This design comes from an exercise in tuning for small area and a short achievable clock period on the open sky130 flow, not from production work. The RTL was checked by simulation tests, not by an equivalence proof against the original design. Power is estimated from default activity; no workload was simulated.

==> flow/design.v <==
module NineCoreProcessor(
    input clk,
    input reset,
    input [3:0] core_id,
    input [7:0] instruction,
    input [7:0] operand1,
    input [7:0] operand2,
    output reg [7:0] result
);
    reg [7:0] registers [0:31];  
    reg [7:0] memory [0:255];
    reg [7:0] stack [0:14];
    reg [3:0] sp;
    reg        pv;       
    reg [4:0]  pd;       
    reg [4:0]  pop;      
    reg [7:0]  pa, pb;   
    reg        ps;       
    reg        pp;       
    reg [7:0]  md;       
    reg [7:0]  mad;      
    reg        rv;
    reg [4:0]  rd;
    reg [7:0]  rr;
    wire [7:0] q, r;
    wire qz, rz;
    divcore u_div(.a(pa), .b(pb), .q(q), .r(r), .qz(qz), .rz(rz));
    wire [7:0] mem_rd = memory[mad];
    integer i;
    wire       big = |pb[7:3];
    wire [7:0] shl = big ? 8'd0 : (pa << pb[2:0]);
    wire [7:0] shr = big ? 8'd0 : (pa >> pb[2:0]);
    wire is_div = (pop == 5'h04);
    wire is_mod = (pop == 5'h05);
    reg [7:0] Rf;    
    always @* begin
        case (pop)
            5'h01: Rf = pa + pb;
            5'h02: Rf = pa - pb;
            5'h03: Rf = pa * pb;
            5'h04, 5'h05: Rf = 8'd0;
            5'h06: Rf = pa & pb;
            5'h07: Rf = pa | pb;
            5'h08: Rf = pa ^ pb;
            5'h09: Rf = ~pa;
            5'h0A: Rf = shl;
            5'h0B: Rf = shr;
            5'h11: Rf = {7'd0, pa == pb};
            5'h16: Rf = mem_rd;
            default: Rf = pb;  
        endcase
    end
    wire [7:0] R  = ({8{is_div}} & q) | ({8{is_mod}} & r) | Rf;
    wire       Rz = (is_div & qz) | (is_mod & rz) | (~is_div & ~is_mod & ~|Rf);
    wire [4:0] ra = {core_id[2:0], operand1[1:0]};
    wire [4:0] rb = {core_id[2:0], operand2[1:0]};
    wire [4:0] r0 = {core_id[2:0], 2'd0};
    wire [7:0] ra_reg = (rv && rd == ra) ? rr : registers[ra];
    wire [7:0] rb_reg = (rv && rd == rb) ? rr : registers[rb];
    wire [7:0] a  = (pv && pd == ra) ? R : ra_reg;
    wire [7:0] b  = (pv && pd == rb) ? R : rb_reg;
    wire       r0z_reg = (rv && rd == r0) ? ~|rr : ~|registers[r0];
    wire       a0z = (pv && pd == r0) ? Rz : r0z_reg;
    wire [3:0] spm1 = sp - 4'd1;
    wire [7:0] top = pp ? md : stack[spm1];
    wire ins_alu = (instruction >= 8'h01 && instruction <= 8'h0B) || instruction == 8'h11;
    wire sp_full = (sp == 4'd15);
    wire sp_empty = (sp == 4'd0);
    always @(posedge clk or posedge reset) begin
        if (reset) begin
            result <= 8'b0;
            sp <= 4'd0;
        end else begin
            case (instruction)
                8'h0C, 8'h12: if (!sp_full) sp <= sp + 4'd1;     
                8'h0D: if (!sp_empty) sp <= spm1;                
                8'h0E: result <= operand1;                       
                8'h0F: if (a0z) result <= operand1;              
                8'h10: if (!a0z) result <= operand1;             
                8'h13: if (!sp_empty) begin                      
                    sp <= spm1;
                    result <= top;
                end
                8'h14: result <= 8'hFF;                          
                8'h00, 8'h01, 8'h02, 8'h03, 8'h04, 8'h05, 8'h06, 8'h07,
                8'h08, 8'h09, 8'h0A, 8'h0B, 8'h11, 8'h15, 8'h16, 8'h17: ;
                default: result <= 8'h00;
            endcase
        end
    end
    always @(posedge clk) begin
        pv <= 1'b0;
        ps <= 1'b0;
        pp <= 1'b0;
        pop <= instruction[4:0];
        pd <= (instruction == 8'h11) ? r0 | 5'd2 : ra;
        pa <= a;
        pb <= b;
        md <= (instruction == 8'h12) ? operand1 : a;
        mad <= operand2;
        if (!reset) begin
            if (ins_alu) pv <= 1'b1;
            case (instruction)
                8'h00: begin pv <= 1'b1; pb <= operand2; end                  
                8'h0A, 8'h0B: pb <= operand2;                                 
                8'h0C, 8'h12: if (!sp_full) pp <= 1'b1;                       
                8'h0D: if (!sp_empty) begin pv <= 1'b1; pb <= top; end        
                8'h16: pv <= 1'b1;                                            
                8'h17: ps <= 1'b1;                                            
                default: ;
            endcase
        end
    end
    always @(posedge clk) begin
        rv <= pv;
        rd <= pd;
        rr <= R;
        if (rv) registers[rd] <= rr;
        if (pp) stack[spm1] <= md;
        if (ps) memory[mad] <= md;
    end
endmodule
module divcore(input [7:0] a, input [7:0] b, output [7:0] q, output [7:0] r, output qz, output rz);
    function [2:0] sub2;  
        input [1:0] x, y;
        reg [1:0] g, p, G, P, Gn, Pn, c, yn;
        integer s, j;
        begin
            yn = ~y;
            g = x & yn;
            p = x | yn;
            g[0] = g[0] | p[0];
            G = g; P = p;
            for (s = 1; s < 2; s = s * 2) begin
                Gn = G; Pn = P;
                for (j = s; j < 2; j = j + 1) begin
                    Gn[j] = G[j] | (P[j] & G[j-s]);
                    Pn[j] = P[j] & P[j-s];
                end
                G = Gn; P = Pn;
            end
            c = {G[0:0], 1'b1};
            sub2 = {G[1], x ^ (yn ^ c)};
        end
    endfunction
    function [5:0] sub5;  
        input [4:0] x, y;
        reg [4:0] g, p, G, P, Gn, Pn, c, yn;
        integer s, j;
        begin
            yn = ~y;
            g = x & yn;
            p = x | yn;
            g[0] = g[0] | p[0];
            G = g; P = p;
            for (s = 1; s < 5; s = s * 2) begin
                Gn = G; Pn = P;
                for (j = s; j < 5; j = j + 1) begin
                    Gn[j] = G[j] | (P[j] & G[j-s]);
                    Pn[j] = P[j] & P[j-s];
                end
                G = Gn; P = Pn;
            end
            c = {G[3:0], 1'b1};
            sub5 = {G[4], x ^ (yn ^ c)};
        end
    endfunction
    function [8:0] sub8;  
        input [7:0] x, y;
        reg [7:0] g, p, G, P, Gn, Pn, c, yn;
        integer s, j;
        begin
            yn = ~y;
            g = x & yn;
            p = x | yn;
            g[0] = g[0] | p[0];
            G = g; P = p;
            for (s = 1; s < 8; s = s * 2) begin
                Gn = G; Pn = P;
                for (j = s; j < 8; j = j + 1) begin
                    Gn[j] = G[j] | (P[j] & G[j-s]);
                    Pn[j] = P[j] & P[j-s];
                end
                G = Gn; P = Pn;
            end
            c = {G[6:0], 1'b1};
            sub8 = {G[7], x ^ (yn ^ c)};
        end
    endfunction
    function [11:0] add12;  
        input [11:0] x, y;
        reg [11:0] g, p, G, P, Gn, Pn, c;
        integer s, j;
        begin
            g = x & y;
            p = x | y;
            G = g; P = p;
            for (s = 1; s < 12; s = s * 2) begin
                Gn = G; Pn = P;
                for (j = s; j < 12; j = j + 1) begin
                    Gn[j] = G[j] | (P[j] & G[j-s]);
                    Pn[j] = P[j] & P[j-s];
                end
                G = Gn; P = Pn;
            end
            c = {G[10:0], 1'b0};
            add12 = x ^ (y ^ c);
        end
    endfunction
    wire [11:0] mb2 = {3'd0, b, 1'b0};
    wire [11:0] mb3 = add12({4'd0, b}, {3'd0, b, 1'b0});
    wire [11:0] mb4 = {2'd0, b, 2'd0};
    wire [11:0] mb5 = add12({4'd0, b}, {2'd0, b, 2'd0});
    wire [11:0] mb6 = {mb3[10:0], 1'b0};
    wire [11:0] mb7 = add12({1'd0, b, 3'd0}, add12(~{4'd0, b}, 12'd1));
    wire [11:0] mb1 = {4'd0, b};
    wire [1:0] x0 = a[7:6];
    wire [2:0] d0_1 = sub2(x0, mb1[1:0]);
    wire ge0_1 = d0_1[2] & ~(b >= 8'd4);
    wire [2:0] d0_2 = sub2(x0, mb2[1:0]);
    wire ge0_2 = d0_2[2] & ~(b >= 8'd2);
    wire [2:0] d0_3 = sub2(x0, mb3[1:0]);
    wire ge0_3 = d0_3[2] & ~(b >= 8'd2);
    wire s0_0 = ~ge0_1;
    wire s0_1 = ge0_1 & ~ge0_2;
    wire s0_2 = ge0_2 & ~ge0_3;
    wire s0_3 = ge0_3;
    wire [1:0] r0 = ({2{s0_0}} & x0[1:0]) | ({2{s0_1}} & d0_1[1:0]) | ({2{s0_2}} & d0_2[1:0]) | ({2{s0_3}} & d0_3[1:0]);
    wire [1:0] q0 = ({2{s0_1}} & 2'd1) | ({2{s0_2}} & 2'd2) | ({2{s0_3}} & 2'd3);
    wire [4:0] x1 = {r0[1:0], a[5:3]};
    wire [5:0] d1_1 = sub5(x1, mb1[4:0]);
    wire ge1_1 = d1_1[5] & ~(b >= 8'd32);
    wire [5:0] d1_2 = sub5(x1, mb2[4:0]);
    wire ge1_2 = d1_2[5] & ~(b >= 8'd16);
    wire [5:0] d1_3 = sub5(x1, mb3[4:0]);
    wire ge1_3 = d1_3[5] & ~(b >= 8'd11);
    wire [5:0] d1_4 = sub5(x1, mb4[4:0]);
    wire ge1_4 = d1_4[5] & ~(b >= 8'd8);
    wire [5:0] d1_5 = sub5(x1, mb5[4:0]);
    wire ge1_5 = d1_5[5] & ~(b >= 8'd7);
    wire [5:0] d1_6 = sub5(x1, mb6[4:0]);
    wire ge1_6 = d1_6[5] & ~(b >= 8'd6);
    wire [5:0] d1_7 = sub5(x1, mb7[4:0]);
    wire ge1_7 = d1_7[5] & ~(b >= 8'd5);
    wire s1_0 = ~ge1_1;
    wire s1_1 = ge1_1 & ~ge1_2;
    wire s1_2 = ge1_2 & ~ge1_3;
    wire s1_3 = ge1_3 & ~ge1_4;
    wire s1_4 = ge1_4 & ~ge1_5;
    wire s1_5 = ge1_5 & ~ge1_6;
    wire s1_6 = ge1_6 & ~ge1_7;
    wire s1_7 = ge1_7;
    wire [4:0] r1 = ({5{s1_0}} & x1[4:0]) | ({5{s1_1}} & d1_1[4:0]) | ({5{s1_2}} & d1_2[4:0]) | ({5{s1_3}} & d1_3[4:0]) | ({5{s1_4}} & d1_4[4:0]) | ({5{s1_5}} & d1_5[4:0]) | ({5{s1_6}} & d1_6[4:0]) | ({5{s1_7}} & d1_7[4:0]);
    wire [2:0] q1 = ({3{s1_1}} & 3'd1) | ({3{s1_2}} & 3'd2) | ({3{s1_3}} & 3'd3) | ({3{s1_4}} & 3'd4) | ({3{s1_5}} & 3'd5) | ({3{s1_6}} & 3'd6) | ({3{s1_7}} & 3'd7);
    wire [7:0] x2 = {r1[4:0], a[2:0]};
    wire [8:0] d2_1 = sub8(x2, mb1[7:0]);
    wire ge2_1 = d2_1[8] & ~1'b0;
    wire [8:0] d2_2 = sub8(x2, mb2[7:0]);
    wire ge2_2 = d2_2[8] & ~(b >= 8'd128);
    wire [8:0] d2_3 = sub8(x2, mb3[7:0]);
    wire ge2_3 = d2_3[8] & ~(b >= 8'd86);
    wire [8:0] d2_4 = sub8(x2, mb4[7:0]);
    wire ge2_4 = d2_4[8] & ~(b >= 8'd64);
    wire [8:0] d2_5 = sub8(x2, mb5[7:0]);
    wire ge2_5 = d2_5[8] & ~(b >= 8'd52);
    wire [8:0] d2_6 = sub8(x2, mb6[7:0]);
    wire ge2_6 = d2_6[8] & ~(b >= 8'd43);
    wire [8:0] d2_7 = sub8(x2, mb7[7:0]);
    wire ge2_7 = d2_7[8] & ~(b >= 8'd37);
    wire s2_0 = ~ge2_1;
    wire s2_1 = ge2_1 & ~ge2_2;
    wire s2_2 = ge2_2 & ~ge2_3;
    wire s2_3 = ge2_3 & ~ge2_4;
    wire s2_4 = ge2_4 & ~ge2_5;
    wire s2_5 = ge2_5 & ~ge2_6;
    wire s2_6 = ge2_6 & ~ge2_7;
    wire s2_7 = ge2_7;
    wire [7:0] r2 = ({8{s2_0}} & x2[7:0]) | ({8{s2_1}} & d2_1[7:0]) | ({8{s2_2}} & d2_2[7:0]) | ({8{s2_3}} & d2_3[7:0]) | ({8{s2_4}} & d2_4[7:0]) | ({8{s2_5}} & d2_5[7:0]) | ({8{s2_6}} & d2_6[7:0]) | ({8{s2_7}} & d2_7[7:0]);
    wire [2:0] q2 = ({3{s2_1}} & 3'd1) | ({3{s2_2}} & 3'd2) | ({3{s2_3}} & 3'd3) | ({3{s2_4}} & 3'd4) | ({3{s2_5}} & 3'd5) | ({3{s2_6}} & 3'd6) | ({3{s2_7}} & 3'd7);
    wire bz = (b == 8'd0);
    assign q = bz ? 8'd1 : {q0, q1, q2};
    assign r = bz ? 8'd1 : r2;
    assign rz = ~bz & ((s2_0 & ~|x2[7:0]) | (s2_1 & ~|d2_1[7:0]) | (s2_2 & ~|d2_2[7:0]) | (s2_3 & ~|d2_3[7:0]) | (s2_4 & ~|d2_4[7:0]) | (s2_5 & ~|d2_5[7:0]) | (s2_6 & ~|d2_6[7:0]) | (s2_7 & ~|d2_7[7:0]));
    wire [8:0] dab = sub8(a, b);
    assign qz = ~bz & ~dab[8];
endmodule
==> flow/flow/run.sh <==
#!/bin/bash
# Own layout flow:
#  1. the standard synthesis (standard.sh synth), unchanged;
#  2. its combinational logic re-mapped by ABC with the full and half adder
#     cells broken up again (flow/resynth.sh), so that ABC can optimise across
#     them; every flip-flop instance is kept as it is (name, cell, pins);
set -euo pipefail
MARGIN=$(cat flow/margin.txt)
R=orfs/results/sky130hd/NineCoreProcessor/base
bash standard.sh synth > standard_synth.log 2>&1
cp $R/1_2_yosys.v $R/1_2_yosys_standard.v
bash flow/resynth.sh $R/1_2_yosys_standard.v $R/1_2_yosys.v resynth_yosys.log 17
rm -f $R/1_synth.odb $R/1_synth.sdc
bash standard.sh synth > standard_synth_odb.log 2>&1
bash standard.sh SETUP_SLACK_MARGIN=$MARGIN finish > standard_flow.log 2>&1
==> flow/flow/abc.constr <==
set_driving_cell sky130_fd_sc_hd__buf_1
set_load 5
==> flow/flow/dontuse.txt <==
-dont_use sky130_fd_sc_hd__probe_p_8 -dont_use sky130_fd_sc_hd__probec_p_8 -dont_use sky130_fd_sc_hd__lpflow_bleeder_1 -dont_use sky130_fd_sc_hd__lpflow_clkbufkapwr_1 -dont_use sky130_fd_sc_hd__lpflow_clkbufkapwr_16 -dont_use sky130_fd_sc_hd__lpflow_clkbufkapwr_2 -dont_use sky130_fd_sc_hd__lpflow_clkbufkapwr_4 -dont_use sky130_fd_sc_hd__lpflow_clkbufkapwr_8 -dont_use sky130_fd_sc_hd__lpflow_clkinvkapwr_1 -dont_use sky130_fd_sc_hd__lpflow_clkinvkapwr_16 -dont_use sky130_fd_sc_hd__lpflow_clkinvkapwr_2 -dont_use sky130_fd_sc_hd__lpflow_clkinvkapwr_4 -dont_use sky130_fd_sc_hd__lpflow_clkinvkapwr_8 -dont_use sky130_fd_sc_hd__lpflow_decapkapwr_12 -dont_use sky130_fd_sc_hd__lpflow_decapkapwr_3 -dont_use sky130_fd_sc_hd__lpflow_decapkapwr_4 -dont_use sky130_fd_sc_hd__lpflow_decapkapwr_6 -dont_use sky130_fd_sc_hd__lpflow_decapkapwr_8 -dont_use sky130_fd_sc_hd__lpflow_inputiso0n_1 -dont_use sky130_fd_sc_hd__lpflow_inputiso0p_1 -dont_use sky130_fd_sc_hd__lpflow_inputiso1n_1 -dont_use sky130_fd_sc_hd__lpflow_inputiso1p_1 -dont_use sky130_fd_sc_hd__lpflow_inputisolatch_1 -dont_use sky130_fd_sc_hd__lpflow_isobufsrc_1 -dont_use sky130_fd_sc_hd__lpflow_isobufsrc_16 -dont_use sky130_fd_sc_hd__lpflow_isobufsrc_2 -dont_use sky130_fd_sc_hd__lpflow_isobufsrc_4 -dont_use sky130_fd_sc_hd__lpflow_isobufsrc_8 -dont_use sky130_fd_sc_hd__lpflow_isobufsrckapwr_16 -dont_use sky130_fd_sc_hd__lpflow_lsbuf_lh_hl_isowell_tap_1 -dont_use sky130_fd_sc_hd__lpflow_lsbuf_lh_hl_isowell_tap_2 -dont_use sky130_fd_sc_hd__lpflow_lsbuf_lh_hl_isowell_tap_4 -dont_use sky130_fd_sc_hd__lpflow_lsbuf_lh_isowell_4 -dont_use sky130_fd_sc_hd__lpflow_lsbuf_lh_isowell_tap_1 -dont_use sky130_fd_sc_hd__lpflow_lsbuf_lh_isowell_tap_2 -dont_use sky130_fd_sc_hd__lpflow_lsbuf_lh_isowell_tap_4 
==> flow/flow/libfuncs.py <==
#!/usr/bin/env python3
"""Write Verilog models of the combinational cells of a liberty file (for techmap)."""
import re, sys
lib = open(sys.argv[1]).read()
out = []
for m in re.finditer(r'\n\s*cell\s*\(\s*"?([\w]+)"?\s*\)\s*\{', lib):
    name = m.group(1)
    # find the cell body by brace matching
    i = m.end(); depth = 1
    while depth:
        c = lib[i]
        depth += (c == '{') - (c == '}')
        i += 1
    body = lib[m.end():i]
    if re.search(r'\b(ff|latch|statetable|ff_bank|latch_bank)\s*\(', body):
        continue
    pins = []
    for pm in re.finditer(r'\n\s*pin\s*\(\s*"?(\w+)"?\s*\)\s*\{', body):
        j = pm.end(); d = 1
        while d:
            c = body[j]; d += (c == '{') - (c == '}'); j += 1
        pb = body[pm.end():j]
        dm = re.search(r'direction\s*:\s*"?(\w+)"?', pb)
        fm = re.search(r'\n\s*function\s*:\s*"([^"]*)"', pb)
        pins.append((pm.group(1), dm.group(1) if dm else None, fm.group(1) if fm else None))
    outs = [p for p in pins if p[1] == 'output']
    if not outs or any(p[2] is None for p in outs):
        continue
    ins = [p[0] for p in pins if p[1] == 'input']
    ports = ins + [p[0] for p in outs]
    s = f"module {name}({', '.join(ports)});\n"
    for p in ins: s += f"  input {p};\n"
    for p in outs:
        f = p[2].replace('!', '~').replace('+', '|').replace('*', '&')
        f = re.sub(r'\b1\b', "1'b1", f); f = re.sub(r'\b0\b', "1'b0", f)
        s += f"  output {p[0]};\n  assign {p[0]} = {f};\n"
    s += "endmodule\n"
    out.append(s)
open(sys.argv[2], 'w').write("\n".join(out))
print(len(out), "combinational cells")
==> flow/flow/margin.txt <==
11
==> flow/flow/resynth.sh <==
#!/bin/bash
# resynth.sh IN.v OUT.v LOG DELAY_PS
# Re-map the combinational logic of a synthesized netlist with ABC, leaving
# every flip-flop instance (name, type, connections) untouched.
set -euo pipefail
HERE=$(cd "$(dirname "$0")" && pwd)
IN=$1; OUT=$2; LOG=$3; D=${4:-17}
LIB=${FLOW_HOME:-/OpenROAD-flow-scripts/flow}/platforms/sky130hd/lib/sky130_fd_sc_hd__tt_025C_1v80.lib
SCRIPT=${FLOW_HOME:-/OpenROAD-flow-scripts/flow}/scripts/abc_speed.script
TMP=$(mktemp -d "$PWD/resynth.XXXX")
python3 "$HERE/libfuncs.py" "$LIB" "$TMP/cells_comb.v" > /dev/null
cat > "$TMP/r.ys" <<EOY
read_liberty -lib $LIB
read_verilog $IN
hierarchy -check -top NineCoreProcessor
techmap -map $TMP/cells_comb.v
techmap
opt -fast
opt -purge
abc -script $SCRIPT -liberty $LIB $(cat "$HERE/dontuse.txt") -constr $HERE/abc.constr -D $D
opt_clean -purge
hilomap -singleton -hicell sky130_fd_sc_hd__conb_1 HI -locell sky130_fd_sc_hd__conb_1 LO
insbuf -buf sky130_fd_sc_hd__buf_4 A X
splitnets
opt_clean -purge
check -assert -mapped
stat -liberty $LIB
write_verilog -noattr -nohex -nodec $OUT
EOY
yosys -s "$TMP/r.ys" > "$LOG" 2>&1
rm -rf "$TMP"
==> flow/standard.sh <==
#!/bin/bash
# synth_recipe.tcl (not shown) runs the flow's synth.tcl, then flattens the netlist and writes it again
# the make line also repeats each setting of config.mk as NAME=value (left out here)
make -C /OpenROAD-flow-scripts/flow DESIGN_CONFIG=/design/flow/config.mk WORK_HOME=/design/flow/orfs CLKGATE_MAP_FILE= SYNTH_SCRIPT=/design/flow/synth_recipe.tcl "${@:-finish}"
==> flow/config.mk <==
export PLATFORM = sky130hd
export DESIGN_NAME = NineCoreProcessor
export DESIGN_NICKNAME = NineCoreProcessor
export VERILOG_FILES = /design/flow/design.v
export SDC_FILE = /design/flow/constraint.sdc
export NUM_CORES = 4
export LEC_CHECK = 0
export CAP_MARGIN = 20
export CORE_MARGIN = 2
export CORE_UTILIZATION = 50
export CTS_BUF_LIST = sky130_fd_sc_hd__clkbuf_4 sky130_fd_sc_hd__clkbuf_8
export SLEW_MARGIN = 20
==> flow/constraint.sdc <==
create_clock -name core_clock -period 17.0 [get_ports {clk}]
set_input_delay 3.4000 -clock core_clock [delete_from_list [all_inputs] [get_ports {clk}]]
set_output_delay 3.4000 -clock core_clock [all_outputs]
set_load 0.01 [all_outputs]
==> run notes, run 1 <==
status complete, no violations; FF-to-FF path depth 20; CP required 17.92 ns; CTS tree done; gr usage total 0.261; RR Startpoint pb[5]; largest net degree at the start of global routing 112; DR WL/cell 31.5 µm; power per cell area 116 nW/µm²; fin crit period 6.04 ns; Slew Limit Headroom 0.245; Hold Crit Class reg2reg; crit path DAT 6.96 ns; Finished Layout Cells 9,048; Slew @ Worst Pin 1.13 ns; Crit Reg-Reg Endpoint result[1]; Syn Std Cell Area 106,000 µm²; Worst setup SP type primary input; setup ws final 10.96 ns; Hold Path Origin pd[2]; # H-tree levels 5; R2R setup slack 11.03 ns; syn_area_per_cell 18.8 µm²; post-route ant nets 0; Final Setup Violations 0; Ys Warns 2; Clock transition at path regs 0.06 ns; Gate Count Post-Synth 5,652; FMAX 166 MHz; die area 216,000 µm²; Net Sw Frac 0.259; clock root buffer clkbuf_8; max_cap viols 0; Final Slew Violations 0; Switch Pwr 0.00359 W; Die W 465 µm; first-pass GRT wire length 411 mm; Final Skew 0.0955 ns; GRT overflow 0; unrepaired setup endpoints after global routing true; Syn Nets 5,682; clock power share 0.366; clock latency on the worst-skew pair 1.08 ns; CTS Buf Count 416; Place WS 8.75 ns; combinational power share 0.129; DR vias/cell 6.38; share of post-route cells with drive strength above 1 0.293; DR iter-0 viols 6,692; clk sink count 2,495; initial core utilization 0.502; Crit Path Class in2reg; Reg power frac 0.505; fin crit share 0.355; Die Y 465 µm; routed via count 57,800; drt total wl 285 mm; Fin Setup TNS 0 ns; DRC viols 0; DP Area 110,000 µm²; Hold Path Sink rd[2]; NumNets Final 5,931; dpl hpwl 167 mm; clock buffer depth 4; Final GP Congestion 0.959; crit-path max FO 43; Critical Path Sink Type flop; Core Region 212,000 µm²; hold path depth 0; initial antenna violation count 10; # IOs 38; Layout area overhead 12.2%; vias in the first global route 57,500; cell internal pwr 0.0103 W; fin area 119,000 µm²; Leak 37.0 nW; FP Rows 169; Max IR drop VDD 99.6 µV; PortBufs 36; placed cell count 8,251; Final Hold Vio Count 0; DRT Pass-1 Iters 8
-- through the flow --
stage          hold slack, ns  utilization  power [W]
2_1_floorplan           0.330            -    0.00825
3_3_place_gp            0.355        0.518    0.00876
3_5_place_dp            0.356        0.518    0.00879
4_1_cts                 0.356        0.560     0.0139
5_1_grt                 0.357        0.563     0.0143
6_report                0.356        0.563     0.0139
-- how the worst max path moves through the flow --
stage | end | start | slack (ns) | cells past startpoint
after CTS | result[1] | mad[1] | 11.00 | 18
after detailed placement | result[6] | mad[0] | 8.75 | 19
after global placement | result[2] | mad[0] | 8.74 | 19
final | result[1] | core_id[0] | 10.96 | 16
after global routing | md[6] | pb[5] | 10.98 | 19
after floorplan | md[5] | operand1[1] | 11.06 | 9
-- critical path: stages --
cell and delay [ns]:
buf_2 0.10, buf_8 0.37, nor3_1 0.16, a311oi_1 0.51, a211oi_1 0.10, a21oi_1 0.18, mux2_2 0.28, inv_1 0.07
a21oi_2 0.29, o2111a_1 0.29, o2111ai_1 0.22, a21o_1 0.25, a21oi_2 0.18, o21ai_4 0.08, buf_12 0.15, mux2_4 0.29
-- layout make-up --
| type | instances | area [µm²] |
|---|---|---|
| sequential | 2495 | 74300 |
| antenna | 6 | 15.0 |
| fill | 16100 | 92500 |
| timing repair buffer | 212 | 2530 |
| multi-input combinational | 2739 | 30700 |
| clock buffer | 550 | 6800 |
| tap | 2821 | 3530 |
| clock inverter | 188 | 1040 |
| inverter | 37 | 150 |
-- state kept, by name, summed over array words and instances (netlist names) --
register   cells
md             8
pd             5
pop            5
ps             1
rd             5
pp             1
pv             1
result         8
pa             8
pb             8
mad            8
memory      2048
stack        120
sp             4
registers    256
rr             8
rv             1
-- per-layer routing --
layer,GRT usage,part of all wire,vias up
met3,0.0451,0.073,566
met4,0.0882,0.035,4
met5,0,0.000095,-
li1,-,-,24000
met2,0.413,0.48,2629
met1,0.371,0.41,30600
-- power by group through the flow --
stage | sequential [W] | combinational [W] | clock [W]
2_1_floorplan | 0.00725 | 0.00100 | 0
3_3_place_gp | 0.00714 | 0.00162 | 0
3_5_place_dp | 0.00715 | 0.00164 | 0
4_1_cts | 0.00702 | 0.00171 | 0.00516
5_1_grt | 0.00700 | 0.00190 | 0.00543
6_report | 0.00700 | 0.00179 | 0.00507
-- timing repair --
item / in CTS / in global routing
endpoints found under the setup margin: 40 / 35
resized for setup: 108 / 58
gates cloned: 7 / 5
hold buffers: 0 / 0
pin swaps: 6 / 11
setup buffers: 24 / 13
-- cell usage in the layout (no fill, tap or decap), types with 48 or more instances in the layout --
| cell | n |
|---|---|
| edfxtp_1 | 2424 |
| mux4_2 | 833 |
| nor2_1 | 447 |
| clkbuf_8 | 427 |
| nand2_1 | 221 |
| clkbuf_4 | 123 |
| buf_4 | 117 |
| a21oi_1 | 116 |
| o21ai_0 | 106 |
| clkinv_1 | 105 |
| xnor2_1 | 104 |
| nand3_1 | 70 |
| clkinv_2 | 62 |
| mux2i_1 | 51 |
| nor3_1 | 48 |
==> run 2: changes to the inputs <==
==> flow/flow/margin.txt (replaced) <==
13
--- a/flow/config.mk
+++ b/flow/config.mk
@@ -10,3 +10,4 @@
 export CORE_UTILIZATION = 50
 export CTS_BUF_LIST = sky130_fd_sc_hd__clkbuf_4 sky130_fd_sc_hd__clkbuf_8
 export SLEW_MARGIN = 20
+export TNS_END_PERCENT = 10
==> run 2 against run 1 <==
  * Still clean on timing, DRC and antenna
  * First-iteration DRC count up 3.8%
  * Highest routed layer unchanged
  * Flip-flop and latch count unchanged
  * Largest cell class unchanged
  * Critical path type unchanged
  * Clock skew down 0.010 ns
  * Final cell count up 2.0%
  * Area after synthesis unchanged
  * Global-route usage up 1.1 points
  * Register-to-register slack better by 0.41 ns
  * Sequential power about the same
  * Synthesized cell count unchanged
  * Combinational power up 17%
==> run notes, run 2 <==
status complete, no violations; Final Skew 0.0852 ns (-0.0103 ns); max reg flops 2,048 (unchanged); DR vias/cell 6.44 (+0.92%); DRT Pass-1 Iters 6 (-2); gr usage total 0.273 (+0.0113); CTS Buf Count 413 (-0.72%); drt total wl 301 mm (+5.7%); clock root buffer clkbuf_8; # H-tree levels 5 (unchanged); Switch Pwr 0.00370 W (+3.1%); unrepaired setup endpoints after global routing true; Largest Register memory; Ys Warns 2 (unchanged); clock power share 0.359 (-0.007); share of post-route cells with drive strength above 1 0.346 (+0.0527); Layout area overhead 16.0%; largest net degree at the start of global routing 209 (+87%); Slew @ Worst Pin 1.28 ns (+0.149 ns); # IOs 38 (unchanged); clk sink count 2,495 (unchanged); first-pass GRT wire length 424 mm (+3.3%); Final GP Congestion 0.926 (-3.4%); PortBufs 36 (unchanged); GRT overflow 0 (unchanged); clock latency on the worst-skew pair 1.07 ns (about the same); crit path DAT 6.47 ns (-0.49 ns); initial core utilization 0.502 (unchanged); FP Rows 169 (unchanged); clock buffer depth 4 (unchanged); NumNets Final 6,121 (+3.2%); Crit Path Class in2reg; FMAX 180 MHz (+8.6%); fin crit period 5.56 ns (-0.477 ns); Reg power frac 0.493 (-0.012); Clock transition at path regs 0.06 ns (about the same); Final Slew Violations 0 (unchanged); Hold Crit Class reg2reg; power per cell area 115 nW/µm² (-0.73%); commonest non-fill, non-tap cell in the layout edfxtp_1; Leak 38.9 nW (+5.1%); Syn Nets 5,682 (unchanged); Final Hold Vio Count 0 (unchanged); Finished Layout Cells 9,227 (+2.0%); placed cell count 8,248 (-0.036%); max_cap viols 0 (unchanged); DR iter-0 viols 6,948 (+3.8%); Final Setup Violations 0 (unchanged); Slew Limit Headroom 0.145 (-0.0995); most frequent cells in the layout 2,424 x edfxtp_1, 833 x mux4_2, 425 x clkbuf_8; Syn Std Cell Area 106,000 µm² (unchanged); Die Y 465 µm (unchanged); initial antenna violation count 9 (-1); DR WL/cell 32.6 µm (+3.7%); die area 216,000 µm² (unchanged); CP required 17.91 ns (about the same); vias in the first global route 58,700 (+2.0%); routed via count 59,400 (+2.9%); DRC viols 0 (unchanged); Core Region 212,000 µm² (unchanged); fin crit share 0.327 (-0.0281); largest registers memory x2048, registers x256, stack x120; Fin Setup TNS 0 ns (unchanged); Worst setup SP type primary input; post-route ant nets 0 (unchanged); syn_area_per_cell 18.8 µm² (unchanged); cell internal pwr 0.0105 W (+2.4%); Critical Path Sink Type flop; Net Sw Frac 0.260 (+0.00132); Gate Count Post-Synth 5,652 (unchanged); Max IR drop VDD 82.5 µV (-17%); combinational power share 0.148 (+0.019); Die W 465 µm (unchanged); crit-path max FO 21 (-51%); CTS tree done; dpl hpwl 167 mm (-0.14%)
## run 2: worst max-delay path, cell delays in order
cell,delay (ns)
buf_8,0.22
buf_16,0.20
nor3_1,0.08
a311oi_2,0.28
a21oi_1,0.14
a21oi_2,0.25
mux2_2,0.24
inv_1,0.06
a21oi_2,0.23
o2111a_1,0.27
o2111ai_2,0.16
a21o_1,0.20
a21oi_2,0.16
o21ai_4,0.08
buf_12,0.15
mux2_4,0.29
## run 2: per-stage QoR
stage | instance area, µm² | hold WS, ns | total power, W | utilization | setup WS, ns
after global routing | 123000 | 0.367 | 0.0147 | 0.582 | 11.40
after global placement | 110000 | 0.344 | 0.00879 | 0.519 | 9.00
after CTS | 121000 | 0.365 | 0.0141 | 0.572 | 11.47
final | 123000 | 0.361 | 0.0142 | 0.582 | 11.44
after detailed placement | 110000 | 0.351 | 0.00881 | 0.519 | 9.24
after floorplan | 107000 | 0.331 | 0.00826 | - | 11.37
## run 2: path summary, 6_finish.rpt
kind | startpoint | cells after the start | to | slack [ns]
min in group asynchronous | reset | 2 | sp[3] | 3.20
min | pv | 0 | rv | 0.36
max | core_id[0] | 16 | result[4] | 11.44
max reg2reg | mad[0] | 17 | md[5] | 11.44
min reg2reg | pv | 0 | rv | 0.36
max in group asynchronous | reset | 2 | sp[0] | 13.23
## run 2: final cells by class
class,instances,area [µm²]
Timing Repair Buffer,405,5170
Fill cell,15700,88500
Multi-Input combinational cell,2739,32100
Clock inverter,135,768
Clock buffer,590,7090
Tap cell,2821,3530
Sequential cell,2495,74300
Antenna cell,5,12.5
Inverter,37,153
## run 2: power groups by stage
stage               clock network, W  logic (W)  registers [W]
finish                       0.00511    0.00210        0.00701
global route                 0.00545    0.00220        0.00701
CTS                          0.00519    0.00194        0.00701
detailed placement                 0    0.00167        0.00714
global placement                   0    0.00165        0.00714
floorplan                          0    0.00104        0.00722
## run 2: timing repair
action / in CTS / in global routing
cloned: 30 / 23
pin swaps: 58 / 82
gates resized for setup: 351 / 179
buffers inserted: 96 / 98
endpoints found under the setup margin: 1530 / 602
hold endpoints to repair: 0 / 0
hold buffers: 0 / 0
## run 2: layer usage
metal	global-route usage	vias up	routed length [µm]
met1	0.384	31400	121000
met2	0.433	2926	145000
met3	0.0464	670	23400
met5	0	-	13
li1	-	24400	-
met4	0.0976	2	12100
==> run 3: changes to the inputs <==
==> flow/flow/margin.txt (replaced) <==
12
--- a/flow/config.mk
+++ b/flow/config.mk
@@ -10,4 +10,3 @@
 export CORE_UTILIZATION = 50
 export CTS_BUF_LIST = sky130_fd_sc_hd__clkbuf_4 sky130_fd_sc_hd__clkbuf_8
 export SLEW_MARGIN = 20
-export TNS_END_PERCENT = 10
==> run 3 against run 2 <==
  * Final area decreased by 0.53%
  * Clock skew is 0.039 ns higher
  * Critical path depth fell by 1
  * Sequential power about the same
  * Critical path type unchanged
==> run notes, run 3 <==
status complete, no violations; dpl hpwl 167 mm (about the same); Die W 465 µm (unchanged); Largest Register memory; Slew @ Worst Pin 1.25 ns (-0.0286 ns); max reg flops 2,048 (unchanged); Gate Count Post-Synth 5,652 (unchanged); Syn Nets 5,682 (unchanged); Reg power frac 0.498 (+0.005); CP required 17.88 ns (-0.03 ns); Max IR drop VDD 89.8 µV (+8.9%); Core Region 212,000 µm² (unchanged); Slew Limit Headroom 0.164 (+0.0191); hold path depth 0 (unchanged); largest stage delay on the critical path 0.41 ns (+0.12 ns); Syn Std Cell Area 106,000 µm² (unchanged); PortBufs 36 (unchanged); combinational power share 0.143 (-0.005); vias in the first global route 58,400 (-0.47%); clock latency on the worst-skew pair 1.12 ns (+0.05 ns); Crit Reg-Reg Endpoint result[4]; # IOs 38 (unchanged); Final Setup Violations 0 (unchanged); initial antenna violation count 10 (+1); first-pass GRT wire length 427 mm (+0.56%); Leak 38.6 nW (-0.67%); Final Hold Vio Count 0 (unchanged); Critical Path Sink Type flop; largest net degree at the start of global routing 208 (-0.48%); fin crit period 5.56 ns (+0.000600 ns); Net Sw Frac 0.260 (-0.000548); Layout area overhead 15.4%; Final Skew 0.124 ns (+0.0389 ns); share of post-route cells with drive strength above 1 0.329 (-0.0170); NumNets Final 6,085 (-0.59%); Die Y 465 µm (unchanged); CTS Buf Count 418 (+1.2%); cell internal pwr 0.0104 W (-0.83%); worst hold slack 0.364 ns (+0.00263 ns); gr usage total 0.275 (+0.00248); GRT overflow 0 (unchanged); most frequent cells in the layout 2,424 x edfxtp_1, 833 x mux4_2, 441 x nor2_1; fin crit share 0.327 (about the same); Worst setup SP type primary input; Fin Setup TNS 0 ns (unchanged); Hold Crit Class reg2reg; Hold Buf Count CTS 0 (unchanged); DRT Pass-1 Iters 6 (unchanged); max_cap viols 0 (unchanged); FF-to-FF path depth 16 (-1); initial core utilization 0.502 (unchanged); syn_area_per_cell 18.8 µm² (unchanged); Crit path top cell by count a21oi_2; Hold Path Sink rd[2]; Ys Warns 2 (unchanged); Clock transition at path regs 0.06 ns (about the same); DR iter-0 viols 7,229 (+4.0%); die area 216,000 µm² (unchanged); FP Rows 169 (unchanged); Final GP Congestion 0.921 (-0.49%); power per cell area 115 nW/µm² (-0.38%); clock power share 0.359 (about the same); DR vias/cell 6.44 (about the same); DR WL/cell 32.5 µm (-0.36%); routed via count 59,100 (-0.52%); CTS tree done; Fill cells 15,900 (+1.3%); largest registers memory x2048, registers x256, stack x120; clock buffer depth 4 (unchanged); post-route ant nets 0 (unchanged); Hold Path Origin pd[2]; Switch Pwr 0.00366 W (-1.1%); unrepaired setup endpoints after global routing true; crit-path max FO 27 (+29%); CP cell instances buf_2 -> buf_4 -> a311oi_4 -> a21oi_1 -> a21oi_2 -> mux2_2 -> inv_1 -> a21oi_2 -> o2111a_1 -> o2111ai_2 -> a21o_1 -> a21oi_2 -> o21ai_4 -> buf_12 -> mux2_4; RR Startpoint mad[0]; crit path DAT 6.44 ns (-0.03 ns); worst-path cell with the longest stage delay a311oi_4; # H-tree levels 5 (unchanged); drt total wl 298 mm (-0.80%); clock root buffer clkbuf_8; Final Slew Violations 0 (unchanged); Crit Path Class in2reg; FMAX 180 MHz (about the same); clk sink count 2,495 (unchanged); DRC viols 0 (unchanged); commonest non-fill, non-tap cell in the layout edfxtp_1; R2R setup slack 11.44 ns (about the same)
==> run 3: changes by cell type in the layout (fill, tap and decap cells not counted), moves of 8 or more <==
cell | previous run | this run
buf_4 | 224 | 195
clkbuf_16 | 23 | 3
nor2_2 | 25 | 5
nor2_1 | 417 | 441
buf_6 | 38 | 22
bufbuf_16 | 12 | 31
nand2_1 | 209 | 217
==> run 3: worst max path at each step <==
| stage | endpoint | slack [ns] | cells after the start | from |
|---|---|---|---|---|
| global placement | result[2] | 8.83 | 19 | mad[0] |
| detailed placement | result[4] | 8.81 | 19 | mad[0] |
| CTS | result[4] | 11.49 | 16 | mad[0] |
| floorplan | result[0] | 11.37 | 11 | core_id[0] |
| finish | result[4] | 11.44 | 15 | core_id[2] |
| global route | result[1] | 11.38 | 23 | pb[3] |
==> run 3: metal layers <==
| metal | wire, µm | GRT usage | vias up |
|---|---|---|---|
| met5 | 0 | 0 | - |
| met4 | 9490 | 0.0807 | 0 |
| met3 | 22200 | 0.0457 | 556 |
| met2 | 145000 | 0.440 | 2832 |
| met1 | 122000 | 0.393 | 31400 |
| li1 | - | - | 24300 |
==> run 3: final cells by class <==
| cell class | count | area [µm²] | area share |
|---|---|---|---|
| Sequential cell | 2495 | 74300 | 0.607 |
| Multi-Input combinational cell | 2738 | 31600 | 0.258 |
| Clock buffer | 586 | 7070 | 0.0577 |
| Timing Repair Buffer | 365 | 5050 | 0.0412 |
| Tap cell | 2821 | 3530 | 0.0288 |
| Clock inverter | 139 | 721 | 0.00588 |
| Inverter | 37 | 145 | 0.00118 |
| Antenna cell | 5 | 12.5 | 0.000102 |
==> run 3: power groups by stage <==
stage | clock network (W) | registers (W) | logic, W
after floorplan | 0 | 0.00725 | 0.00101
after global placement | 0 | 0.00715 | 0.00162
after detailed placement | 0 | 0.00716 | 0.00164
after CTS | 0.00514 | 0.00702 | 0.00190
after global routing | 0.00541 | 0.00702 | 0.00212
final | 0.00506 | 0.00702 | 0.00202
==> run 3: per-stage QoR <==
stage | area (µm²) | util | cells | power, W | setup slack [ns]
6_report | 123000 | 0.579 | 9186 | 0.0141 | 11.44
5_1_grt | 123000 | 0.579 | 9185 | 0.0145 | 11.38
4_1_cts | 122000 | 0.574 | 9145 | 0.0141 | 11.49
3_5_place_dp | 110000 | 0.519 | 8246 | 0.00880 | 8.81
3_3_place_gp | 110000 | 0.518 | 8245 | 0.00877 | 8.83
2_1_floorplan | 107000 | - | 5652 | 0.00826 | 11.37
==> run 3: timing repair <==
| item | CTS | global route |
|---|---|---|
| pin swaps | 51 | 39 |
| buffers inserted | 126 | 31 |
| setup endpoints to repair | 906 | 43 |
| hold endpoints to repair | 0 | 0 |
| resized for setup | 327 | 105 |
| cloned | 48 | 3 |
==> run 3: worst max-delay path, delay by kind of cell <==
family | cells | cell delay (ns)
muxes | 2 | 0.51
buffers and inverters | 4 | 0.59
AOI/OAI and AO/OA | 9 | 1.90
==> run 4: changes to the inputs <==
--- a/flow/config.mk
+++ b/flow/config.mk
@@ -7,6 +7,6 @@
 export LEC_CHECK = 0
 export CAP_MARGIN = 20
 export CORE_MARGIN = 2
-export CORE_UTILIZATION = 50
+export CORE_UTILIZATION = 58
 export CTS_BUF_LIST = sky130_fd_sc_hd__clkbuf_4 sky130_fd_sc_hd__clkbuf_8
 export SLEW_MARGIN = 20
==> run 4 against run 3 <==
  * Sequential power is essentially flat
  * Final cell count shrank 5.0%
  * Routed wire length fell by 2.1%
  * Largest cell class unchanged
  * Power down 0.60%
  * Largest power group unchanged
  * Sequential share of layout area grew 0.37 points
  * Clock power is 2% lower
  * Global-route usage is 3.7 points higher
  * Area after synthesis stayed put
  * Worst hold slack better by 0.0029 ns
  * Core utilization grew 8.9 points
==> run notes, run 4 <==
DR vias/cell 6.72 (+4.4%); Place WS 8.85 ns (+0.0365 ns); crit-path max FO 8 (-70%); CP cell instances buf_12 -> or4_4 -> buf_4 -> o211a_1 -> a21oi_1 -> nand4_1 -> a32o_2 -> o31ai_4 -> xnor2_1 -> buf_6 -> a221oi_4 -> o31a_1 -> o22a_1 -> o31ai_4 -> or2_1 -> o2111ai_4 -> a21o_1 -> a21oi_2 -> o21ai_4 -> buf_12 -> mux2_4; max_cap viols 0 (unchanged); DR WL/cell 33.5 µm (+3.1%); Worst setup SP type flop; Final Skew 0.0805 ns (-0.0436 ns); GRT overflow 0 (unchanged); Fill cells 12,300 (-23%); dpl hpwl 167 mm (+0.25%); Syn Std Cell Area 106,000 µm² (unchanged); clk sink count 2,495 (unchanged); RR Startpoint pb[3]; max reg flops 2,048 (unchanged); initial antenna violation count 6 (-4); DR iter-0 viols 7,055 (-2.4%); post-route ant nets 0 (unchanged); Die Y 432 µm (-7.1%); Final Power 0.0140 W (-0.60%); crit path from pb[3]; commonest non-fill, non-tap cell in the layout edfxtp_1; Die W 432 µm (-7.1%); FF-to-FF path depth 21 (+5); Crit Path Class reg2reg; gr usage total 0.312 (+0.0367); DRT Pass-1 Iters 8 (+2); crit path DAT 6.47 ns (+0.03 ns); Final GP Congestion 0.929 (+0.86%); Buf/Inv on CP 4 (unchanged); NumNets Final 6,092 (+0.12%); clock power share 0.355 (-0.004); vias in the first global route 57,800 (-1.1%); fin crit period 5.49 ns (-0.0707 ns); CTS tree done; first-pass GRT wire length 414 mm (-3.0%); Clock transition at path regs 0.07 ns (about the same); Ys Warns 2 (unchanged); Slew Limit Headroom 0.203 (+0.0384); PortBufs 36 (unchanged); largest registers memory x2048, registers x256, stack x120; power per cell area 115 nW/µm² (about the same); Largest Register memory; clock latency on the worst-skew pair 1.10 ns (-0.02 ns); drt total wl 292 mm (-2.1%); Final Setup Violations 0 (unchanged); Max IR drop VDD 91.5 µV (+1.9%); # IOs 38 (unchanged); die area 187,000 µm² (-14%); syn_area_per_cell 18.8 µm² (unchanged); most frequent cells in the layout 2,424 x edfxtp_1, 833 x mux4_2, 443 x nor2_1; fin crit share 0.323 (-0.00416); initial core utilization 0.582 (+0.0802); Final Slew Violations 0 (unchanged); Critical Path Sink Type flop; Slew @ Worst Pin 1.19 ns (-0.0573 ns); Core Region 182,000 µm² (-14%); CP Depth 21 (+6); Gate Count Post-Synth 5,652 (unchanged); CP required 17.98 ns (+0.10 ns); Syn Nets 5,682 (unchanged); DRC viols 0 (unchanged); CP endpoint result[3]; Crit Reg-Reg Endpoint result[3]; unrepaired setup endpoints after global routing true; CTS Buf Count 407 (-2.6%); FMAX 182 MHz (+1.3%); CP delay by family, top compound AO/OA/AOI/OAI gates; share of post-route cells with drive strength above 1 0.325 (-0.00327); # H-tree levels 5 (unchanged); combinational power share 0.146 (+0.003); Net Sw Frac 0.257 (-0.00228); worst-path cell with the longest stage delay or4_4; largest net degree at the start of global routing 216 (+3.8%); Hold Crit Class reg2reg; Fin Setup TNS 0 ns (unchanged); setup ws final 11.51 ns (+0.0707 ns); routed via count 58,700 (-0.76%); R2R setup slack 11.51 ns (+0.07 ns); Switch Pwr 0.00361 W (-1.5%); Layout area overhead 14.7%; cell internal pwr 0.0104 W (-0.29%); largest stage delay on the critical path 0.53 ns (+0.12 ns); clock root buffer clkbuf_8; FP Rows 157 (-7.1%); Final Hold Vio Count 0 (unchanged); clock buffer depth 4 (unchanged); Reg power frac 0.499 (about the same); worst hold slack 0.367 ns (+0.00292 ns); Leak 38.4 nW (-0.43%); status complete, no violations
## run 4: changes by cell type in the layout (fill, tap and decap cells not counted), moves of 8 or more
cell and delta:
clkbuf_4 -32, buf_6 +23, bufbuf_16 -14, clkbuf_16 +12
clkbuf_8 -12, buf_4 +8
## run 4: worst min path at each step
stage,startpoint,endpoint,slack [ns],cells past startpoint
floorplan,pv,rv,0.33,0
global placement,pv,rv,0.35,0
detailed placement,pd[4],rd[4],0.36,0
CTS,pd[4],rd[4],0.37,0
global route,pv,rv,0.38,0
finish,pd[4],rd[4],0.37,0
## run 4: layout make-up
class / instances / area [µm²] / share of cell area
sequential: 2495 / 74300 / 0.610
multi-input combinational: 2738 / 31800 / 0.261
clock buffer: 541 / 6650 / 0.0546
timing repair buffer: 383 / 4960 / 0.0407
tap: 2385 / 2980 / 0.0245
clock inverter: 147 / 921 / 0.00756
inverter: 37 / 148 / 0.00121
antenna: 4 / 10.0 / 0.0000822
## run 4: power by group through the flow
stage          Sequential [W]  Combinational [W]  Clock [W]
6_report              0.00699            0.00205    0.00497
3_5_place_dp          0.00713            0.00165          0
5_1_grt               0.00699            0.00215    0.00531
4_1_cts               0.00700            0.00192    0.00504
3_3_place_gp          0.00713            0.00163          0
2_1_floorplan         0.00725            0.00101          0
## run 4: what timing repair did
| action | in CTS | in global routing |
|---|---|---|
| hold buffers | 0 | 0 |
| gates cloned | 30 | 15 |
| pin swaps | 83 | 67 |
| buffers inserted | 116 | 57 |
| gates resized for setup | 383 | 91 |
| setup endpoints to repair | 426 | 48 |
## run 4: stage by stage
step / cell area, µm² / instances / utilization
floorplan: 107000 / 5652 / -
global placement: 109000 / 7817 / 0.598
detailed placement: 109000 / 7817 / 0.598
CTS: 120000 / 8651 / 0.660
global route: 122000 / 8728 / 0.667
finish: 122000 / 8730 / 0.667
## run 4: routing by layer
layer / vias up / routed length, µm / GRT usage / share of wire
met5: - / 0 / 0 / 0
met4: 0 / 10600 / 0.109 / 0.036
met3: 560 / 23100 / 0.0555 / 0.079
met2: 2862 / 144000 / 0.503 / 0.49
met1: 31000 / 115000 / 0.435 / 0.39
li1: 24300 / - / - / -
==> run 5: changes to the inputs <==
--- a/flow/config.mk
+++ b/flow/config.mk
@@ -8,5 +8,7 @@
 export CAP_MARGIN = 20
 export CORE_MARGIN = 2
 export CORE_UTILIZATION = 58
-export CTS_BUF_LIST = sky130_fd_sc_hd__clkbuf_4 sky130_fd_sc_hd__clkbuf_8
+export CTS_BUF_LIST = sky130_fd_sc_hd__clkbuf_8 sky130_fd_sc_hd__clkbuf_16
+export CTS_CLUSTER_DIAMETER = 60
+export CTS_CLUSTER_SIZE = 14
 export SLEW_MARGIN = 20
==> run 5 against run 4 <==
  * Sequential share of layout area increased by 0.68 points
  * Worst hold slack about the same
  * Power down 4.3%
  * Clock skew is 0.050 ns lower
  * Combinational power grew 2%
  * Area after synthesis did not move
  * Routed wire length shrank 1.2%
  * Flip-flop and latch count did not move
  * Setup slack worse by 0.046 ns
  * Global-route usage hardly changed
  * Final cell count shrank 4.6%
  * Critical path type is now in2reg
  * Largest cell class unchanged
==> run notes, run 5 <==
Final Hold Vio Count 0 (unchanged); Fin Setup TNS 0 ns (unchanged); Max IR drop VDD 93.2 µV (+1.9%); power per cell area 111 nW/µm² (-3.3%); largest net degree at the start of global routing 216 (unchanged); GRT overflow 0 (unchanged); Hold Crit Class reg2reg; Layout area overhead 13.4%; gr usage total 0.311 (about the same); most frequent cells in the layout 2,424 x edfxtp_1, 833 x mux4_2, 440 x nor2_1; clock buffer depth 3 (-1); diode count 0 (-4); commonest non-fill, non-tap cell in the layout edfxtp_1; Final Power 0.0134 W (-4.3%); DRC viols 0 (unchanged); DRT Pass-1 Iters 6 (-2); PortBufs 36 (unchanged); dpl hpwl 167 mm (unchanged); Gate Count Post-Synth 5,652 (unchanged); CTS Buf Count 202 (-50%); FP Rows 157 (unchanged); Critical Path Sink Type flop; syn_area_per_cell 18.8 µm² (unchanged); unrepaired setup endpoints after global routing true; DR vias/cell 6.91 (+2.8%); fin crit period 5.54 ns (+0.0457 ns); crit-path max FO 34 (+26); clock root buffer clkbuf_16; first-pass GRT wire length 412 mm (-0.40%); Largest Register memory; status complete, no violations; max_cap viols 0 (unchanged); Leak 37.6 nW (-2.2%); # H-tree levels 4 (-1); largest registers memory x2048, registers x256, stack x120; die area 187,000 µm² (unchanged); Core Region 182,000 µm² (unchanged); Final Setup Violations 0 (unchanged); initial core utilization 0.582 (unchanged); FMAX 181 MHz (-0.83%); Final Skew 0.0306 ns (-0.0499 ns); Hold Buf Count CTS 0 (unchanged); Fill cells 12,200 (-0.91%); DR WL/cell 34.7 µm (+3.5%); vias in the first global route 56,100 (-2.8%); fin crit share 0.326 (+0.00269); NumNets Final 5,897 (-3.2%); worst hold slack 0.367 ns (+0.000208 ns); Worst setup SP type primary input; CP required 17.74 ns (-0.24 ns); share of post-route cells with drive strength above 1 0.291 (-0.0346); Ys Warns 2 (unchanged); Finished Core Util 0.660 (-0.00736); Slew @ Worst Pin 1.16 ns (-0.0357 ns); Syn Std Cell Area 106,000 µm² (unchanged); max reg flops 2,048 (unchanged); DR iter-0 viols 7,066 (+0.16%); Clock transition at path regs 0.06 ns (about the same); Final Slew Violations 0 (unchanged); Syn Nets 5,682 (unchanged); Die W 432 µm (unchanged); crit path DAT 6.28 ns (-0.19 ns); # IOs 38 (unchanged); Die Y 432 µm (unchanged); initial antenna violation count 8 (+2); drt total wl 289 mm (-1.2%); Final GP Congestion 0.929 (unchanged); Crit Path Class in2reg; clock latency on the worst-skew pair 0.85 ns (-0.25 ns); CTS tree done; Place WS 8.85 ns (unchanged); Slew Limit Headroom 0.227 (+0.0247); clk sink count 2,495 (unchanged); routed via count 57,600 (-1.9%); setup ws final 11.46 ns (-0.0457 ns); post-route ant nets 0 (unchanged)
-- run 5: changes by cell type in the layout (fill, tap and decap cells not counted), moves of 8 or more --
cell	change
clkinv_1	-89
clkbuf_4	-127
buf_12	+10
clkbuf_16	+196
inv_1	+44
clkinv_2	-32
clkbuf_8	-414
dlygate4sd2_1	+8
-- run 5: final timing paths --
path / from / end / slack [ns] / cells after the start
min reg2reg: pd[4] / rd[4] / 0.37 / 0
max reg2reg: mad[0] / result[6] / 11.47 / 19
min: pd[4] / rd[4] / 0.37 / 0
max: core_id[1] / result[6] / 11.46 / 13
max in group asynchronous: reset / result[0] / 13.33 / 3
min in group asynchronous: reset / sp[2] / 3.52 / 3
-- run 5: routing by layer --
layer  wire [µm]  GRT usage
met3       22400     0.0490
met5          27          0
met2      141000      0.499
met1      114000      0.442
met4       11500      0.111
-- run 5: final cells by class --
cell class,instances,area [µm²],area share
Tap cell,2385,2980,0.0248
Sequential cell,2495,74300,0.617
Clock inverter,76,569,0.00473
Multi-Input combinational cell,2738,32000,0.265
Timing Repair Buffer,393,5260,0.0437
Inverter,37,150,0.00125
Clock buffer,207,5170,0.0429
-- run 5: stage by stage --
step | instance area, µm² | cells
4_1_cts | 119000 | 8269
3_3_place_gp | 109000 | 7817
5_1_grt | 120000 | 8331
6_report | 120000 | 8331
3_5_place_dp | 109000 | 7817
2_1_floorplan | 107000 | 5652
-- run 5: what timing repair did --
action                     4_1_cts  5_1_grt
pin swaps                       80       76
setup endpoints to repair      407       41
setup buffers                  129       55
cloned                          40        5
resized for setup              399      102
-- run 5: where the power goes --
group	leakage [nW]	total [W]	internal, W	switching (W)
clock network	2.98	0.00433	0.00223	0.00210
logic	12.2	0.00209	0.000796	0.00129
registers	22.5	0.00699	0.00694	0.0000494
-- run 5: critical path, cell delays in order --
cell and delay (ns):
buf_2 0.09, buf_6 0.32, xnor2_1 0.17, nand4_1 0.21
or3_1 0.51, a21oi_2 0.27, o2111a_1 0.25, o2111ai_2 0.17
a21o_1 0.21, a21oi_2 0.16, o21ai_4 0.08, buf_12 0.15
mux2_4 0.29
==> run 6: changes to the inputs <==
--- a/flow/config.mk
+++ b/flow/config.mk
@@ -8,7 +8,7 @@
 export CAP_MARGIN = 20
 export CORE_MARGIN = 2
 export CORE_UTILIZATION = 58
-export CTS_BUF_LIST = sky130_fd_sc_hd__clkbuf_8 sky130_fd_sc_hd__clkbuf_16
+export CTS_BUF_LIST = sky130_fd_sc_hd__clkbuf_8
 export CTS_CLUSTER_DIAMETER = 60
-export CTS_CLUSTER_SIZE = 14
+export CTS_CLUSTER_SIZE = 16
 export SLEW_MARGIN = 20
==> run 6 against run 5 <==
  * Still clean on timing, DRC and antenna
  * Setup slack got worse by 0.046 ns
  * Non-clock buffer count up 46
  * Maximum frequency is 0.82% lower
  * Flip-flop and latch count stayed put
  * Critical path depth is 2 higher
  * Synthesized cell count unchanged
  * Power fell by 8.7%
  * Final cell count rose by 0.55%
  * Critical endpoint is now result[5]
  * Largest cell class unchanged
==> run notes, run 6 <==
CTS Buf Count 184 (-8.9%); Critical Path Sink Type flop; unrepaired setup endpoints after global routing true; routed via count 57,700 (+0.21%); NumNets Final 5,926 (+0.49%); # H-tree levels 4 (unchanged); first-pass GRT wire length 413 mm (+0.10%); Max IR drop VDD 103 µV (+10%); largest registers memory x2048, registers x256, stack x120; max reg flops 2,048 (unchanged); hold path depth 0 (unchanged); CP required 17.82 ns (+0.08 ns); RR Startpoint pb[6]; Gate Count Post-Synth 5,652 (unchanged); gr usage total 0.312 (about the same); status complete, no violations; max_cap viols 0 (unchanged); crit-path max FO 17 (-50%); clock latency on the worst-skew pair 1.01 ns (+0.16 ns); drt total wl 292 mm (+0.94%); clock root buffer clkbuf_8; initial core utilization 0.582 (unchanged); DR iter-0 viols 7,438 (+5.3%); Hold Crit Class reg2reg; fin crit share 0.328 (+0.00268); Largest Register memory; Place WS 8.85 ns (unchanged); clk sink count 2,495 (unchanged); post-route ant nets 0 (unchanged); Final Power 0.0122 W (-8.7%); share of post-route cells with drive strength above 1 0.301 (+0.0107); global-route track usage on met3 0.0496 (+0.000622); dpl hpwl 167 mm (unchanged); FP Rows 157 (unchanged); setup ws final 11.42 ns (-0.0455 ns); Final Slew Violations 0 (unchanged); Leak 36.8 nW (-2.2%); Final Skew 0.0947 ns (+0.0642 ns); DRT Pass-1 Iters 6 (unchanged); Syn Std Cell Area 106,000 µm² (unchanged); layer with the highest usage met2; syn_area_per_cell 18.8 µm² (unchanged); Clock transition at path regs 0.09 ns (+0.03 ns); Final GP Congestion 0.929 (unchanged); Slew Limit Headroom 0.200 (-0.0270); Final Hold Vio Count 0 (unchanged); Die W 432 µm (unchanged); DR WL/cell 34.8 µm (+0.38%); Core Region 182,000 µm² (unchanged); grt met2 use 0.507 (+0.00796); Fill cells 12,400 (+1.9%); # IOs 38 (unchanged); Crit Path Class in2reg; Hold Path Origin pd[4]; FMAX 179 MHz (-0.82%); Hold Buf Count CTS 0 (unchanged); crit path from core_id[0]; power per cell area 103 nW/µm² (-7.4%); initial antenna violation count 8 (unchanged); Syn Nets 5,682 (unchanged); DR vias/cell 6.89 (-0.34%); die area 187,000 µm² (unchanged); Crit Reg-Reg Endpoint md[6]; R2R setup slack 11.54 ns (+0.07 ns); crit path DAT 6.41 ns (+0.13 ns); Hold Path Sink rd[4]; Die Y 432 µm (unchanged); Slew @ Worst Pin 1.20 ns (+0.0390 ns); Worst setup SP type primary input; fin crit period 5.58 ns (+0.0455 ns); PortBufs 36 (unchanged); area of the multi-input gates 32,100 µm² (+0.45%); largest net degree at the start of global routing 216 (unchanged); clock buffer depth 3 (unchanged); GRT met1 Usage 0.441 (-0.00121); Fin Setup TNS 0 ns (unchanged); Final Setup Violations 0 (unchanged); Ys Warns 2 (unchanged); CTS tree done; commonest non-fill, non-tap cell in the layout edfxtp_1; FF/Latch Area 74,300 µm² (unchanged); most frequent cells in the layout 2,424 x edfxtp_1, 833 x mux4_2, 437 x nor2_1; GRT overflow 0 (unchanged); vias in the first global route 56,200 (+0.014%); FF-to-FF path depth 23 (+4); DRC viols 0 (unchanged); Layout area overhead 11.9%
## run 6: worst max-delay path, stage by stage
cell,delay [ns]
buf_8,0.21
nor3_1,0.13
a311oi_4,0.33
a21oi_1,0.14
a21oi_2,0.26
mux2_2,0.25
inv_1,0.07
a21oi_2,0.24
o2111a_1,0.26
o2111ai_2,0.17
a21o_1,0.21
a21oi_2,0.18
o21ai_4,0.08
buf_12,0.15
mux2_4,0.29
## run 6: where the power goes
| group | internal [W] | switching [W] |
|---|---|---|
| logic | 0.000838 | 0.00132 |
| clock network | 0.00118 | 0.00193 |
| registers | 0.00693 | 0.0000498 |
## run 6: how the worst max path moves through the flow
stage	to	slack (ns)	cells past startpoint
final	result[5]	11.42	15
after global routing	result[5]	11.43	19
after CTS	result[5]	11.51	15
after detailed placement	result[6]	8.85	19
after global placement	result[6]	8.86	19
after floorplan	result[0]	11.37	11
## run 6: layout make-up
class                           count  area share
Antenna cell                        8    0.000169
Clock buffer                      185      0.0214
Clock inverter                     89     0.00657
Inverter                           37     0.00126
Multi-Input combinational cell   2739       0.270
Sequential cell                  2495       0.626
Tap cell                         2385      0.0251
Timing Repair Buffer              439      0.0494
## run 6: per-stage QoR
step | hold WS, ns | instances | utilization | cell area (µm²)
after global routing | 0.385 | 8374 | 0.651 | 119000
after CTS | 0.374 | 8276 | 0.641 | 117000
after floorplan | 0.331 | 5652 | - | 107000
final | 0.372 | 8377 | 0.651 | 119000
after global placement | 0.351 | 7817 | 0.598 | 109000
after detailed placement | 0.357 | 7817 | 0.598 | 109000
## run 6: routing by layer
metal	vias to the layer above	wire length [µm]	part of all wire
li1	23800	-	-
met1	30700	115000	0.39
met2	2660	144000	0.49
met3	535	22400	0.077
met4	4	10500	0.036
met5	-	27	0.000093
## run 6: what timing repair did
item | 4_1_cts | 5_1_grt
gates cloned | 48 | 9
buffers inserted | 137 | 82
pin swaps | 68 | 79
endpoints found under the setup margin | 472 | 40
gates resized for setup | 407 | 164
==> run 7: changes to the inputs <==
--- a/flow/config.mk
+++ b/flow/config.mk
@@ -7,7 +7,7 @@
 export LEC_CHECK = 0
 export CAP_MARGIN = 20
 export CORE_MARGIN = 2
-export CORE_UTILIZATION = 58
+export CORE_UTILIZATION = 65
 export CTS_BUF_LIST = sky130_fd_sc_hd__clkbuf_8
 export CTS_CLUSTER_DIAMETER = 60
 export CTS_CLUSTER_SIZE = 16
==> run 7 against run 6 <==
  * Sequential share of layout area increased by 1.1 points
  * Sequential power about the same
  * Combinational power decreased by 5%
  * Critical path depth increased by 8
  * Clock power decreased by 7.1%
  * Critical path type is now reg2reg
==> run notes, run 7 <==
clock root buffer clkbuf_8; CTS tree done; share of post-route cells with drive strength above 1 0.284 (-0.0178); FF-to-FF path depth 23 (unchanged); GRT overflow 0 (unchanged); Hold Path Origin pv; Buf/Inv on CP 6 (+3); worst-path cell with the longest stage delay or4_4; Final Skew 0.0684 ns (-0.0263 ns); Max IR drop VDD 94.1 µV (-8.2%); FMAX 178 MHz (-0.65%); initial antenna violation count 7 (-1); routed via count 58,000 (+0.50%); DR vias/cell 7.19 (+4.4%); largest stage delay on the critical path 0.56 ns (+0.23 ns); CP cell instances buf_12 -> or4_4 -> buf_6 -> o41ai_4 -> buf_4 -> buf_6 -> nor3_4 -> a211o_1 -> a32o_2 -> o31ai_4 -> xnor2_2 -> buf_6 -> buf_4 -> a221oi_4 -> o31a_1 -> or4_4 -> o31ai_4 -> a21o_1 -> a31oi_1 -> o211ai_1 -> a31oi_2 -> mux2i_2 -> mux2_4; Leak 36.0 nW (-2.1%); fin crit period 5.62 ns (+0.0366 ns); Hold Buf Count CTS 0 (unchanged); Worst setup SP type flop; Fin Setup TNS 0 ns (unchanged); Clock transition at path regs 0.11 ns (+0.02 ns); Die W 408 µm (-5.5%); Finished Core Util 0.718 (+0.0669); clock latency on the worst-skew pair 0.99 ns (-0.02 ns); max_cap viols 0 (unchanged); Final Slew Violations 0 (unchanged); Ys Warns 2 (unchanged); Final GP Congestion 0.972 (+4.6%); DRT Pass-1 Iters 6 (unchanged); Die Y 408 µm (-5.5%); power per cell area 102 nW/µm² (-0.83%); NumNets Final 5,852 (-1.2%); Slew @ Worst Pin 1.22 ns (+0.0257 ns); R2R setup slack 11.38 ns (-0.16 ns); post-route ant nets 0 (unchanged); first-pass GRT wire length 406 mm (-1.6%); drt total wl 282 mm (-3.3%); Largest Register memory; # IOs 38 (unchanged); gr usage total 0.342 (+0.0298); vias in the first global route 56,800 (+1.2%); largest net degree at the start of global routing 252 (+17%); FP Rows 148 (-5.7%); DR iter-0 viols 7,664 (+3.0%); clk sink count 2,495 (unchanged); DR WL/cell 35.0 µm (+0.46%); Core Region 163,000 µm² (-11%); setup ws final 11.38 ns (-0.0366 ns); status complete, no violations; # H-tree levels 4 (unchanged); Slew Limit Headroom 0.177 (-0.0229); Final Hold Vio Count 0 (unchanged); PortBufs 36 (unchanged); Crit Path Class reg2reg; Gate Count Post-Synth 5,652 (unchanged); hold path depth 0 (unchanged); die area 167,000 µm² (-11%); RR Startpoint pb[4]; dpl hpwl 162 mm (-3.2%); Final Power 0.0119 W (-2.6%); fin crit share 0.331 (+0.00215); Place WS 8.89 ns (+0.0439 ns); Hold Path Sink rv; largest registers memory x2048, registers x256, stack x120; commonest non-fill, non-tap cell in the layout edfxtp_1; crit path DAT 6.51 ns (+0.10 ns); most frequent cells in the layout 2,424 x edfxtp_1, 833 x mux4_2, 439 x nor2_1; Final Setup Violations 0 (unchanged); initial core utilization 0.653 (+0.0712); DRC viols 0 (unchanged); CP delay by family, top compound AO/OA/AOI/OAI gates; max reg flops 2,048 (unchanged); Crit Reg-Reg Endpoint md[6]; CTS Buf Count 180 (-2.2%); clock buffer depth 3 (unchanged); Layout area overhead 9.91%; unrepaired setup endpoints after global routing true; CP required 17.89 ns (+0.07 ns); crit-path max FO 6 (-11); Syn Nets 5,682 (unchanged); Crit path top cell by count buf_6; Syn Std Cell Area 106,000 µm² (unchanged); syn_area_per_cell 18.8 µm² (unchanged); Hold Crit Class reg2reg; Critical Path Sink Type flop
## run 7: layer usage
metal	share of wire	routed length, µm	GRT usage	up-vias
li1	-	-	-	23600
met1	0.38	107000	0.493	30600
met2	0.49	138000	0.548	3291
met3	0.089	25100	0.0499	574
met4	0.041	11500	0.117	2
met5	0.000046	13	0	-
## run 7: through the flow
| step | area, µm² | hold WS (ns) | cells |
|---|---|---|---|
| global route | 117000 | 0.379 | 8061 |
| CTS | 116000 | 0.367 | 8022 |
| floorplan | 107000 | 0.331 | 5652 |
| detailed placement | 109000 | 0.357 | 7599 |
| global placement | 109000 | 0.347 | 7599 |
| finish | 117000 | 0.370 | 8066 |
## run 7: cell type report
class	instances	area, µm²
sequential	2495	74300
timing repair buffer	368	4850
inverter	37	154
timing repair inverter	1	5.00
antenna	7	17.5
tap	2175	2720
clock inverter	59	364
fill	9912	45900
clock buffer	185	2550
multi-input combinational	2739	31700
## run 7: power by group
part	internal, W	switching, W
registers	0.00693	0.0000631
clock network	0.00102	0.00186
logic	0.000785	0.00127
## run 7: what timing repair did
item	CTS	global route
buffers inserted	136	32
gates resized for setup	363	85
pin swaps	64	54
endpoints found under the setup margin	48	41
gates cloned	43	2
## run 7: worst max path at each step
stage / start / slack (ns) / cells after the start / to
after floorplan: core_id[0] / 11.37 / 11 / result[0]
after global placement: mad[0] / 8.89 / 15 / md[5]
after detailed placement: mad[0] / 8.89 / 15 / md[5]
final: pb[4] / 11.38 / 23 / md[6]
after CTS: mad[0] / 11.58 / 19 / result[6]
after global routing: pb[4] / 11.29 / 23 / result[6]

## what the ideal ports hide
The results above use ideal ports. As a check the final layouts listed here were re-extracted and re-timed, cells and wires unchanged. Step 1: set_driving_cell puts a clkbuf_16 on clk and a buf_2 on each other input, an assumption about the parent block. Step 2 times the ports against the registers' clock, not the clock port: input delays grow and output delays shrink by t, the midpoint of the rising clock arrivals with the driver on. Three values: ideal ports, drivers, drivers and shift; two values: the first two.
run | t, ns | setup WS [ns] | worst data-port slew with drivers (ns)
run 1 | 1.126 | 10.960 / 11.021 / 9.895 | 0.04
run 2 | 1.124 | 11.437 / 11.440 / 10.351 | 0.08
run 3 | 1.131 | 11.437 / 11.444 / 10.349 | 0.22
run 4 | 1.141 | 11.508 / 11.508 / 10.428 | 0.14
run 5 | 0.932 | 11.462 / 11.469 / 10.578 | 0.14
run 6 | 1.042 | 11.416 / 11.440 / 10.398 | 0.14
run 7 | 1.042 | 11.380 / 11.380 / 10.449 | 0.22
After both steps every run listed still meets setup and hold. For run 3, which loses most, drivers alone change the setup slack by +0.007 ns; drivers and shift together by -1.088 ns.
